Background: an optimization exercise with open tools, aiming at small area and a short achievable clock period. Do not read the settings as production practice. The RTL was checked by simulation tests, not by an equivalence proof against the original design. No activity file was given, so power comes from the tool's default toggle rates.

**flow/design.v**
```verilog
module window_buffer_3x3_2d_with_padding #(
    parameter MAX_WIDTH = 32
)(
    input  wire         clk,
    input  wire         rst_n,
    input  wire         valid_in,
    input  wire signed [15:0] data_in,
    input  wire [7:0]   img_width,
    input  wire [7:0]   img_height,
    output reg  signed [15:0] data_out0, data_out1, data_out2,
                              data_out3, data_out4, data_out5,
                              data_out6, data_out7, data_out8,
    output reg          valid_out
);
  localparam CW = $clog2(MAX_WIDTH);
  reg signed [15:0] line0 [0:MAX_WIDTH-1];
  reg signed [15:0] line1 [0:MAX_WIDTH-1];
  reg signed [15:0] line2 [0:MAX_WIDTH-1];
  reg signed [15:0] line3 [0:MAX_WIDTH-1];
  reg [7:0] input_col, input_row;
  reg [7:0] output_col, output_row;
  reg       input_finished, output_finished;
  wire [8:0] need_row = (output_row == img_height - 1) ? {1'b0, output_row} : {1'b0, output_row} + 9'd1;
  wire [8:0] need_col = (output_col == img_width  - 1) ? {1'b0, output_col} : {1'b0, output_col} + 9'd1;
  wire       avail    = input_finished ||
                        ({1'b0, input_row} > need_row) ||
                        ({1'b0, input_row} == need_row && {1'b0, input_col} > need_col);
  function signed [15:0] pix;
    input integer dr, dc;
    reg [8:0] rr, cc;
    begin
      rr = {1'b0, output_row} + dr;
      cc = {1'b0, output_col} + dc;
      if (rr[8] || rr >= {1'b0, img_height} || cc[8] || cc >= {1'b0, img_width})
        pix = 16'sd0;
      else case (rr[1:0])
        2'd0: pix = line0[cc[CW-1:0]];
        2'd1: pix = line1[cc[CW-1:0]];
        2'd2: pix = line2[cc[CW-1:0]];
        default: pix = line3[cc[CW-1:0]];
      endcase
    end
  endfunction
  always @(posedge clk) begin
    if (valid_in && !input_finished) begin
      case (input_row[1:0])
        2'd0: line0[input_col[CW-1:0]] <= data_in;
        2'd1: line1[input_col[CW-1:0]] <= data_in;
        2'd2: line2[input_col[CW-1:0]] <= data_in;
        default: line3[input_col[CW-1:0]] <= data_in;
      endcase
    end
  end
  always @(posedge clk or negedge rst_n) begin
    if (!rst_n) begin
      input_col <= 0; input_row <= 0;
      output_col <= 0; output_row <= 0;
      input_finished <= 0; output_finished <= 0;
      valid_out <= 0;
      {data_out0,data_out1,data_out2,
       data_out3,data_out4,data_out5,
       data_out6,data_out7,data_out8} <= 0;
    end else begin
      valid_out <= 0;
      if (valid_in && !input_finished) begin
        if (input_col == img_width - 1) begin
          input_col <= 0;
          if (input_row == img_height - 1) input_finished <= 1;
          else input_row <= input_row + 1;
        end else begin
          input_col <= input_col + 1;
        end
      end
      if (!output_finished && avail) begin
        data_out0 <= pix(-1, -1); data_out1 <= pix(-1, 0); data_out2 <= pix(-1, 1);
        data_out3 <= pix( 0, -1); data_out4 <= pix( 0, 0); data_out5 <= pix( 0, 1);
        data_out6 <= pix( 1, -1); data_out7 <= pix( 1, 0); data_out8 <= pix( 1, 1);
        valid_out <= 1;
        if (output_col == img_width - 1) begin
          output_col <= 0;
          if (output_row == img_height - 1) output_finished <= 1;
          else output_row <= output_row + 1;
        end else begin
          output_col <= output_col + 1;
        end
      end
    end
  end
endmodule
module conv_pipelined #(
    parameter DATA_WIDTH = 16
)(
    input  wire                           clk,
    input  wire                           rst_n,
    input  wire                           valid_in,
    input  wire signed [DATA_WIDTH-1:0]   w0, w1, w2, w3, w4, w5, w6, w7, w8,
    input  wire signed [DATA_WIDTH-1:0]   k0, k1, k2, k3, k4, k5, k6, k7, k8,
    output reg  signed [2*DATA_WIDTH+4:0] result,
    output reg                            valid_out
);
    reg signed [2*DATA_WIDTH-1:0] p0, p1, p2, p3, p4, p5, p6, p7, p8;
    reg valid_p;
    always @(posedge clk or negedge rst_n) begin
        if (!rst_n) begin
            valid_p <= 0; valid_out <= 0; result <= 0;
            {p0,p1,p2,p3,p4,p5,p6,p7,p8} <= 0;
        end else begin
            valid_p <= valid_in;
            if (valid_in) begin
                p0 <= w0 * k0; p1 <= w1 * k1; p2 <= w2 * k2;
                p3 <= w3 * k3; p4 <= w4 * k4; p5 <= w5 * k5;
                p6 <= w6 * k6; p7 <= w7 * k7; p8 <= w8 * k8;
            end
            valid_out <= valid_p;
            if (valid_p)
                result <= p0 + p1 + p2 + p3 + p4 + p5 + p6 + p7 + p8;
        end
    end
endmodule
module relu #(parameter WIDTH_IN = 16, WIDTH_OUT = 8) (
    input  wire                      clk,
    input  wire                      rst_n,
    input  wire                      valid_in,
    input  wire signed [WIDTH_IN-1:0] data_in,
    output reg  [WIDTH_OUT-1:0]      data_out,
    output reg                       valid_out
);
  always @(posedge clk or negedge rst_n) begin
    if (!rst_n) begin
      data_out <= 0; valid_out <= 0;
    end else begin
      if (valid_in) begin
        if (data_in > 0) begin
          if (data_in > 127) data_out <= 8'd127;
          else               data_out <= data_in[7:0];
        end else begin
          data_out <= 8'd0;
        end
        valid_out <= 1;
      end else begin
        valid_out <= 0;
      end
    end
  end
endmodule
module pooling_buffer_3x3_stream #(
    parameter MAX_WIDTH = 32
)(
    input  wire        clk,
    input  wire        rst_n,
    input  wire        valid_in,
    input  wire [7:0]  data_in,        
    input  wire [7:0]  img_width,
    input  wire [7:0]  img_height,
    output reg         valid_out,
    output reg signed [15:0] d0, d1, d2,
                             d3, d4, d5,
                             d6, d7, d8
);
    localparam CW = $clog2(MAX_WIDTH);
    reg [7:0] line0 [0:MAX_WIDTH-1];
    reg [7:0] line1 [0:MAX_WIDTH-1];
    reg [7:0] line2 [0:MAX_WIDTH-1];
    reg [7:0] line3 [0:MAX_WIDTH-1];
    reg [7:0] in_col, in_row;
    reg [7:0] out_col, out_row;
    reg       input_finished, output_finished;
    wire [8:0] need_row = {1'b0, out_row} + 9'd2;
    wire [8:0] need_col = {1'b0, out_col} + 9'd2;
    wire       avail    = input_finished ||
                          ({1'b0, in_row} > need_row) ||
                          ({1'b0, in_row} == need_row && {1'b0, in_col} > need_col);
    function [7:0] pix;
        input integer dr, dc;
        reg [8:0] rr, cc;
        begin
            rr = {1'b0, out_row} + dr;
            cc = {1'b0, out_col} + dc;
            case (rr[1:0])
                2'd0: pix = line0[cc[CW-1:0]];
                2'd1: pix = line1[cc[CW-1:0]];
                2'd2: pix = line2[cc[CW-1:0]];
                default: pix = line3[cc[CW-1:0]];
            endcase
        end
    endfunction
    always @(posedge clk) begin
        if (valid_in && !input_finished) begin
            case (in_row[1:0])
                2'd0: line0[in_col[CW-1:0]] <= data_in;
                2'd1: line1[in_col[CW-1:0]] <= data_in;
                2'd2: line2[in_col[CW-1:0]] <= data_in;
                default: line3[in_col[CW-1:0]] <= data_in;
            endcase
        end
    end
    always @(posedge clk or negedge rst_n) begin
        if (!rst_n) begin
            in_col<=0; in_row<=0; out_col<=0; out_row<=0;
            input_finished<=0; output_finished<=0; valid_out<=0;
            {d0,d1,d2,d3,d4,d5,d6,d7,d8} <= 0;
        end else begin
            valid_out <= 0;
            if (valid_in && !input_finished) begin
                if (in_col == img_width-1) begin
                    in_col <= 0;
                    if (in_row == img_height-1) input_finished <= 1;
                    else in_row <= in_row + 1;
                end else begin
                    in_col <= in_col + 1;
                end
            end
            if (!output_finished && avail) begin
                d0 <= {8'd0, pix(0,0)}; d1 <= {8'd0, pix(0,1)}; d2 <= {8'd0, pix(0,2)};
                d3 <= {8'd0, pix(1,0)}; d4 <= {8'd0, pix(1,1)}; d5 <= {8'd0, pix(1,2)};
                d6 <= {8'd0, pix(2,0)}; d7 <= {8'd0, pix(2,1)}; d8 <= {8'd0, pix(2,2)};
                valid_out <= 1;
                if (out_col == img_width-3) begin
                    out_col <= 0;
                    if (out_row == img_height-3) output_finished <= 1;
                    else out_row <= out_row + 1;
                end else begin
                    out_col <= out_col + 1;
                end
            end
        end
    end
endmodule
module pooling (
    input  wire         clk,
    input  wire         rst_n,
    input  wire         valid_in,
    input  wire signed [15:0] data_in0,
    input  wire signed [15:0] data_in1,
    input  wire signed [15:0] data_in2,
    input  wire signed [15:0] data_in3,
    input  wire signed [15:0] data_in4,
    input  wire signed [15:0] data_in5,
    input  wire signed [15:0] data_in6,
    input  wire signed [15:0] data_in7,
    input  wire signed [15:0] data_in8,
    output reg  signed [15:0] max_out,
    output reg          valid_out
);
  reg signed [15:0] max_val;
  always @* begin
    max_val = data_in0;
    if (data_in1 > max_val) max_val = data_in1;
    if (data_in2 > max_val) max_val = data_in2;
    if (data_in3 > max_val) max_val = data_in3;
    if (data_in4 > max_val) max_val = data_in4;
    if (data_in5 > max_val) max_val = data_in5;
    if (data_in6 > max_val) max_val = data_in6;
    if (data_in7 > max_val) max_val = data_in7;
    if (data_in8 > max_val) max_val = data_in8;
  end
  always @(posedge clk or negedge rst_n) begin
    if (!rst_n) begin
      max_out <= 0; valid_out <= 0;
    end else begin
      if (valid_in) begin
        max_out  <= max_val;
        valid_out <= 1;
      end else begin
        valid_out <= 0;
      end
    end
  end
endmodule
module top #(
    parameter DATA_WIDTH   = 16,
    parameter SCALE_SHIFT  = 4     
)(
    input  wire                         clk,
    input  wire                         rst_n,
    input  wire                         valid_in,
    input  wire signed [DATA_WIDTH-1:0] pixel_in,
    input  wire [7:0]                   img_width,
    input  wire [7:0]                   img_height,
    output wire                         valid_conv0,
    output wire signed [2*DATA_WIDTH+4:0] conv_out0,
    output wire                         valid_relu0,
    output wire [7:0]                   relu_out0,
    output wire                         valid_pool0,
    output wire signed [15:0]           pool_out0,
    output wire                         valid_conv1,
    output wire signed [2*DATA_WIDTH+4:0] conv_out1,
    output wire                         valid_relu1,
    output wire [7:0]                   relu_out1,
    output wire                         valid_pool1,
    output wire signed [15:0]           pool_out1
);
    wire signed [DATA_WIDTH-1:0] wb0,wb1,wb2,wb3,wb4,wb5,wb6,wb7,wb8;
    wire wb_valid;
    window_buffer_3x3_2d_with_padding u_wb (
        .clk(clk), .rst_n(rst_n),
        .valid_in(valid_in),
        .data_in(pixel_in),
        .img_width(img_width),
        .img_height(img_height),
        .data_out0(wb0), .data_out1(wb1), .data_out2(wb2),
        .data_out3(wb3), .data_out4(wb4), .data_out5(wb5),
        .data_out6(wb6), .data_out7(wb7), .data_out8(wb8),
        .valid_out(wb_valid)
    );
    wire signed [DATA_WIDTH-1:0] k0 [0:8];
    assign k0[0]=16'sd1; assign k0[1]=16'sd0; assign k0[2]=-16'sd1;
    assign k0[3]=16'sd1; assign k0[4]=16'sd0; assign k0[5]=-16'sd1;
    assign k0[6]=16'sd1; assign k0[7]=16'sd0; assign k0[8]=-16'sd1;
    wire signed [DATA_WIDTH-1:0] k1 [0:8];
    assign k1[0]=16'sd1; assign k1[1]=16'sd1; assign k1[2]=16'sd1;
    assign k1[3]=16'sd0; assign k1[4]=16'sd0; assign k1[5]=16'sd0;
    assign k1[6]=-16'sd1; assign k1[7]=-16'sd1; assign k1[8]=-16'sd1;
    wire signed [2*DATA_WIDTH+4:0] conv_res0, conv_res1;
    conv_pipelined #(.DATA_WIDTH(DATA_WIDTH)) u_conv0 (
        .clk(clk), .rst_n(rst_n), .valid_in(wb_valid),
        .w0(wb0), .w1(wb1), .w2(wb2), .w3(wb3), .w4(wb4), .w5(wb5), .w6(wb6), .w7(wb7), .w8(wb8),
        .k0(k0[0]), .k1(k0[1]), .k2(k0[2]), .k3(k0[3]), .k4(k0[4]),
        .k5(k0[5]), .k6(k0[6]), .k7(k0[7]), .k8(k0[8]),
        .result(conv_res0), .valid_out(valid_conv0)
    );
    conv_pipelined #(.DATA_WIDTH(DATA_WIDTH)) u_conv1 (
        .clk(clk), .rst_n(rst_n), .valid_in(wb_valid),
        .w0(wb0), .w1(wb1), .w2(wb2), .w3(wb3), .w4(wb4), .w5(wb5), .w6(wb6), .w7(wb7), .w8(wb8),
        .k0(k1[0]), .k1(k1[1]), .k2(k1[2]), .k3(k1[3]), .k4(k1[4]),
        .k5(k1[5]), .k6(k1[6]), .k7(k1[7]), .k8(k1[8]),
        .result(conv_res1), .valid_out(valid_conv1)
    );
    wire signed [2*DATA_WIDTH+4:0] conv_sh0 = conv_res0 >>> SCALE_SHIFT;
    wire signed [2*DATA_WIDTH+4:0] conv_sh1 = conv_res1 >>> SCALE_SHIFT;
    wire signed [15:0] conv_res0_s16 = conv_sh0[15:0];
    wire signed [15:0] conv_res1_s16 = conv_sh1[15:0];
    relu #(.WIDTH_IN(16), .WIDTH_OUT(8)) u_relu0 (
        .clk(clk), .rst_n(rst_n),
        .valid_in(valid_conv0),
        .data_in(conv_res0_s16),
        .data_out(relu_out0),
        .valid_out(valid_relu0)
    );
    relu #(.WIDTH_IN(16), .WIDTH_OUT(8)) u_relu1 (
        .clk(clk), .rst_n(rst_n),
        .valid_in(valid_conv1),
        .data_in(conv_res1_s16),
        .data_out(relu_out1),
        .valid_out(valid_relu1)
    );
    wire pb0_valid;
    wire signed [15:0] pb0_d0,pb0_d1,pb0_d2,pb0_d3,pb0_d4,pb0_d5,pb0_d6,pb0_d7,pb0_d8;
    pooling_buffer_3x3_stream u_pb0 (
        .clk(clk), .rst_n(rst_n),
        .valid_in(valid_relu0),
        .data_in(relu_out0),
        .img_width(img_width), .img_height(img_height),
        .valid_out(pb0_valid),
        .d0(pb0_d0), .d1(pb0_d1), .d2(pb0_d2),
        .d3(pb0_d3), .d4(pb0_d4), .d5(pb0_d5),
        .d6(pb0_d6), .d7(pb0_d7), .d8(pb0_d8)
    );
    pooling u_pool0 (
        .clk(clk), .rst_n(rst_n),
        .valid_in(pb0_valid),
        .data_in0(pb0_d0), .data_in1(pb0_d1), .data_in2(pb0_d2),
        .data_in3(pb0_d3), .data_in4(pb0_d4), .data_in5(pb0_d5),
        .data_in6(pb0_d6), .data_in7(pb0_d7), .data_in8(pb0_d8),
        .max_out(pool_out0), .valid_out(valid_pool0)
    );
    wire pb1_valid;
    wire signed [15:0] pb1_d0,pb1_d1,pb1_d2,pb1_d3,pb1_d4,pb1_d5,pb1_d6,pb1_d7,pb1_d8;
    pooling_buffer_3x3_stream u_pb1 (
        .clk(clk), .rst_n(rst_n),
        .valid_in(valid_relu1),
        .data_in(relu_out1),
        .img_width(img_width), .img_height(img_height),
        .valid_out(pb1_valid),
        .d0(pb1_d0), .d1(pb1_d1), .d2(pb1_d2),
        .d3(pb1_d3), .d4(pb1_d4), .d5(pb1_d5),
        .d6(pb1_d6), .d7(pb1_d7), .d8(pb1_d8)
    );
    pooling u_pool1 (
        .clk(clk), .rst_n(rst_n),
        .valid_in(pb1_valid),
        .data_in0(pb1_d0), .data_in1(pb1_d1), .data_in2(pb1_d2),
        .data_in3(pb1_d3), .data_in4(pb1_d4), .data_in5(pb1_d5),
        .data_in6(pb1_d6), .data_in7(pb1_d7), .data_in8(pb1_d8),
        .max_out(pool_out1), .valid_out(valid_pool1)
    );
    assign conv_out0 = conv_res0;
    assign conv_out1 = conv_res1;
endmodule
```
**flow/run.sh**
```bash
#!/bin/bash
# synth_recipe.tcl (not shown) runs the flow's synth.tcl, then flattens the netlist and writes it again
# the make line also repeats each setting of config.mk as NAME=value (left out here)
make -C /OpenROAD-flow-scripts/flow DESIGN_CONFIG=/design/flow/config.mk WORK_HOME=/design/flow/orfs CLKGATE_MAP_FILE= SYNTH_SCRIPT=/design/flow/synth_recipe.tcl finish
```
**flow/config.mk**
```make
export PLATFORM = sky130hd
export DESIGN_NAME = top
export DESIGN_NICKNAME = top
export VERILOG_FILES = /design/flow/design.v
export SDC_FILE = /design/flow/constraint.sdc
export NUM_CORES = 4
export LEC_CHECK = 0
export CAP_MARGIN = 20
export CORE_MARGIN = 2
export CORE_UTILIZATION = 45
export SLEW_MARGIN = 20
```
**flow/constraint.sdc**
```tcl
create_clock -name core_clock -period 15.0 [get_ports {clk}]
set_input_delay 3.0000 -clock core_clock [delete_from_list [all_inputs] [get_ports {clk}]]
set_output_delay 3.0000 -clock core_clock [all_outputs]
set_load 0.01 [all_outputs]
```
==> impl_metrics.yaml <==
outcome:
  status: "finished clean"
cts:
  root_buffer: "clkbuf_16"
  htreeDepth: 6
  cts_num_sinks: 4822
  path_clk_slew_ns: 0.06
  cts_buffer_depth: 4
  clk_latency_ns: 1.14
  cts_tree: "yes"
  cts_buffers: 553
routing:
  antenna_left: 0
  wl_per_cell_um: 34.4
  dr.pass1.iters: 15
  via_per_inst: 6.71
  num_vias: 173862
  route.detailed.drc: 0
  drt-total-wl_um: 891000
  drtIter0Drc: 23962
critical_path:
  startpoint_type: "register"
  arrival_ns: 15.32
  crit_fanout: 8
  path_class: "register to register"
  slowest_stage: "dfrtp_1"
  critical-path-top-delay-family: "compound AO/OA/AOI/OAI gates"
  cp_common_cell: "ha_1"
  end_kind: "register"
  cp_slowest_stage_delay_ns: 0.36
  worst-path-buf-inv: 10
  required_ns: 15.98
hold_path:
  hold_class: "register to register"
global_route:
  grt_pass1_wl_um: 1260000
  grt_start_max_net_pins: 262
  antenna_found_initial: 44
  overflow: 0
  grt_pass1_vias: 168330
  track_usage_pct: 28.6
finish:
  final_cells: 25898
  area_growth_pct: 11.4
  nets: 18006
  final_util_pct: 50.4
  design_area_um2: 304000
  regArea_um2: 141000
  multi_input_area_um2: 126000
  layout-drive-gt1-share_pct: 31.5
  fillCellCount: 49672
flow_run:
  drv_cap: 0
power_and_ir_drop:
  total_leakage_power_uw: 0.0991
  powerDensity_nw_per_um2: 204
  vdd.ir_drop.worst_mv: 2.10
timing:
  max_freq_ghz: 0.0697
  fin_crit_ns: 14.34
  finalHoldViolCount: 0
  skew_ns: 0.140
  relSlewSlack_pct: 8.96
  finalSetupViolCount: 0
  worst_pin_slew_ns: 1.35
  period_share_pct: 95.6
  report.final.slew_viol_count: 0
  hold_ws_ns: 0.474
floorplan:
  start_util_pct: 45.2
  die_h_um: 782
  coreArea_um2: 603000
  rows: 285
  top_level_ports: 163
  die_x_um: 782
  die_area_um2: 612000
logic_synthesis:
  async_flop_share_pct: 15.1
  synthFlopType: "edfxtp_1"
  ys_seq_elements: 4822
  synthesis.instances: 17386
  yosysSeqAreaShare_pct: 51.8
  syn_area_um2: 273000
  ys_warn_count: 6
  synth.distinct_cells: 106
  synth_edf_count: 4096
  syn_area_per_cell_um2: 15.7
placement:
  port_buffers: 146
  dp_hpwl_um: 572000
  place_congestion: 0.913
  dp.cells: 24838
  dpl_cell_area_um2: 285000
layout make-up:
type / instances / share of cell area [%]
clock inverter: 307 / 0.996
inverter: 499 / 0.623
sequential: 4822 / 46.5
multi-input combinational: 10699 / 41.4
antenna: 20 / 0.0165
timing repair buffer: 826 / 2.34
clock buffer: 689 / 4.84
tap: 8036 / 3.31
metrics by stage:
stage | power (µW) | setup TNS, ns | setup slack (ns)
floorplan | 34500 | 0 | 0.333
global placement | 43800 | 0 | 0.243
detailed placement | 44200 | 0 | 0.0789
CTS | 57600 | 0 | 0.00286
global route | 65700 | -0.854 | -0.123
finish | 61900 | 0 | 0.661
routing by layer:
layer	global-route usage, %	routed length [µm]
met5	0.164	229
met4	14.2	53100
met2	44.5	412000
met3	6.42	92400
met1	38.2	334000
final timing paths:
| path | startpoint | to | slack, ns | depth (start not counted) |
|---|---|---|---|---|
| setup / recovery | u_pb1.d0[3] | u_pool1.max_out[3] | 0.66 | 79 |
| hold / removal | u_wb.data_out0[2] | u_wb.data_out0[2] | 0.47 | 2 |
| setup reg to reg | u_pb1.d0[3] | u_pool1.max_out[3] | 0.66 | 79 |
| hold reg to reg | u_wb.data_out0[2] | u_wb.data_out0[2] | 0.47 | 2 |
| max in group asynchronous | rst_n | u_conv0.p6[15] | 10.19 | 4 |
| min in group asynchronous | rst_n | u_pool0.valid_out | 1.90 | 1 |
synthesized netlist by cell type (84+ instances only):
cell      number  share of area (%)
edfxtp_1    4096                 45
mux4_2      3157                 26
nand2_1     1314                1.8
nor2_1      1035                1.4
clkbuf_1     927                1.3
mux2i_1      758                2.8
dfrtp_1      726                6.7
o21ai_0      672                1.2
mux2_2       606                2.5
inv_1        493               0.68
nand3_1      435               0.80
buf_1        403               0.55
ha_1         386                1.8
a21oi_1      369               0.68
a222oi_1     272                1.0
xnor2_1      222               0.71
fa_1         184                1.4
a211oi_1     173               0.48
xor2_1       157               0.50
nor2b_1      101               0.23
nor3_1        84               0.15
cells in the final DEF (no fill, tap or decap), drive strengths merged, types with 174 or more instances in the layout:
cell type	Yosys	routed
a211oi	174	174
a21oi	371	371
a222oi	272	272
buf	453	697
clkbuf	928	689
clkinv	1	209
dfrtp	726	726
edfxtp	4096	4096
fa	184	184
ha	386	386
inv	498	532
mux2	607	607
mux2i	760	760
mux4	3157	3157
nand2	1317	1317
nand3	436	436
nor2	1036	1036
o21ai	681	681
xnor2	222	222
flip-flops by register name, summed over array words and instances, names as in the netlist, 512 cells and up:
register / cells
u_wb.line0: 512
u_wb.line1: 512
u_wb.line2: 512
u_wb.line3: 512
cell families after synthesis:
group	synth area share, %
AO/OA/AOI/OAI	4.50
XOR/XNOR	1.22
adder cells (fa/ha/maj)	3.14
buffers and inverters	2.63
flip-flops	51.8
multiplexers	31.4
other	0.00138
AND/OR/NAND/NOR	5.35
worst register-to-register path: cells and delay by family, from the launching register on:
kind	cells	cell delay (ns)
AO/OA/AOI/OAI	35	6.31
adder cells (fa/ha/maj)	8	2.19
buffers and inverters	10	1.27
flip-flops	1	0.36
multiplexers	7	1.51
AND/OR/NAND/NOR	19	2.59
timing repair:
action,CTS,global route
setup buffers,0,34
hold buffers,0,0
endpoints found under the setup margin,0,16
gates resized for setup,0,91
report_power, final:
| part | internal, µW | switching (µW) | leakage [µW] | total, µW |
|---|---|---|---|---|
| sequential | 15000 | 533 | 0.0419 | 15500 |
| clock | 7730 | 5750 | 0.00863 | 13500 |
| combinational | 14500 | 18400 | 0.0485 | 32800 |
| total | 37200 | 24700 | 0.0991 | 61900 |

afterwards: timing with drivers on the ports:
The results above use ideal ports. As a check the final layout listed here was re-extracted and re-timed, cells and wires unchanged.
Step 1 (the two cells are an assumption about what drives the block):
set clk [get_ports {clk}]
set_driving_cell -lib_cell sky130_fd_sc_hd__clkbuf_16 $clk
set_driving_cell -lib_cell sky130_fd_sc_hd__buf_2 [delete_from_list [all_inputs] $clk]
Step 2, shift: input delay + t, output delay - t, t = (earliest + latest rising clock arrival at the registers) / 2. This alone moves slack from input paths to output paths.
a / b / c = no drivers / after step 1 / after step 2; a / b = the first two.
t, ns: 1.203
setup WS [ns]: 0.661 / 0.661 / 0.661
hold slack, ns: 0.474 / 0.474 / 0.474
worst setup path after step 2: register to register
pins driven straight from the clock port: 1
After both steps setup and hold are still met in this run. The setup slack of this run moves by 0.000 ns with the drivers and by 0.000 ns with both steps.
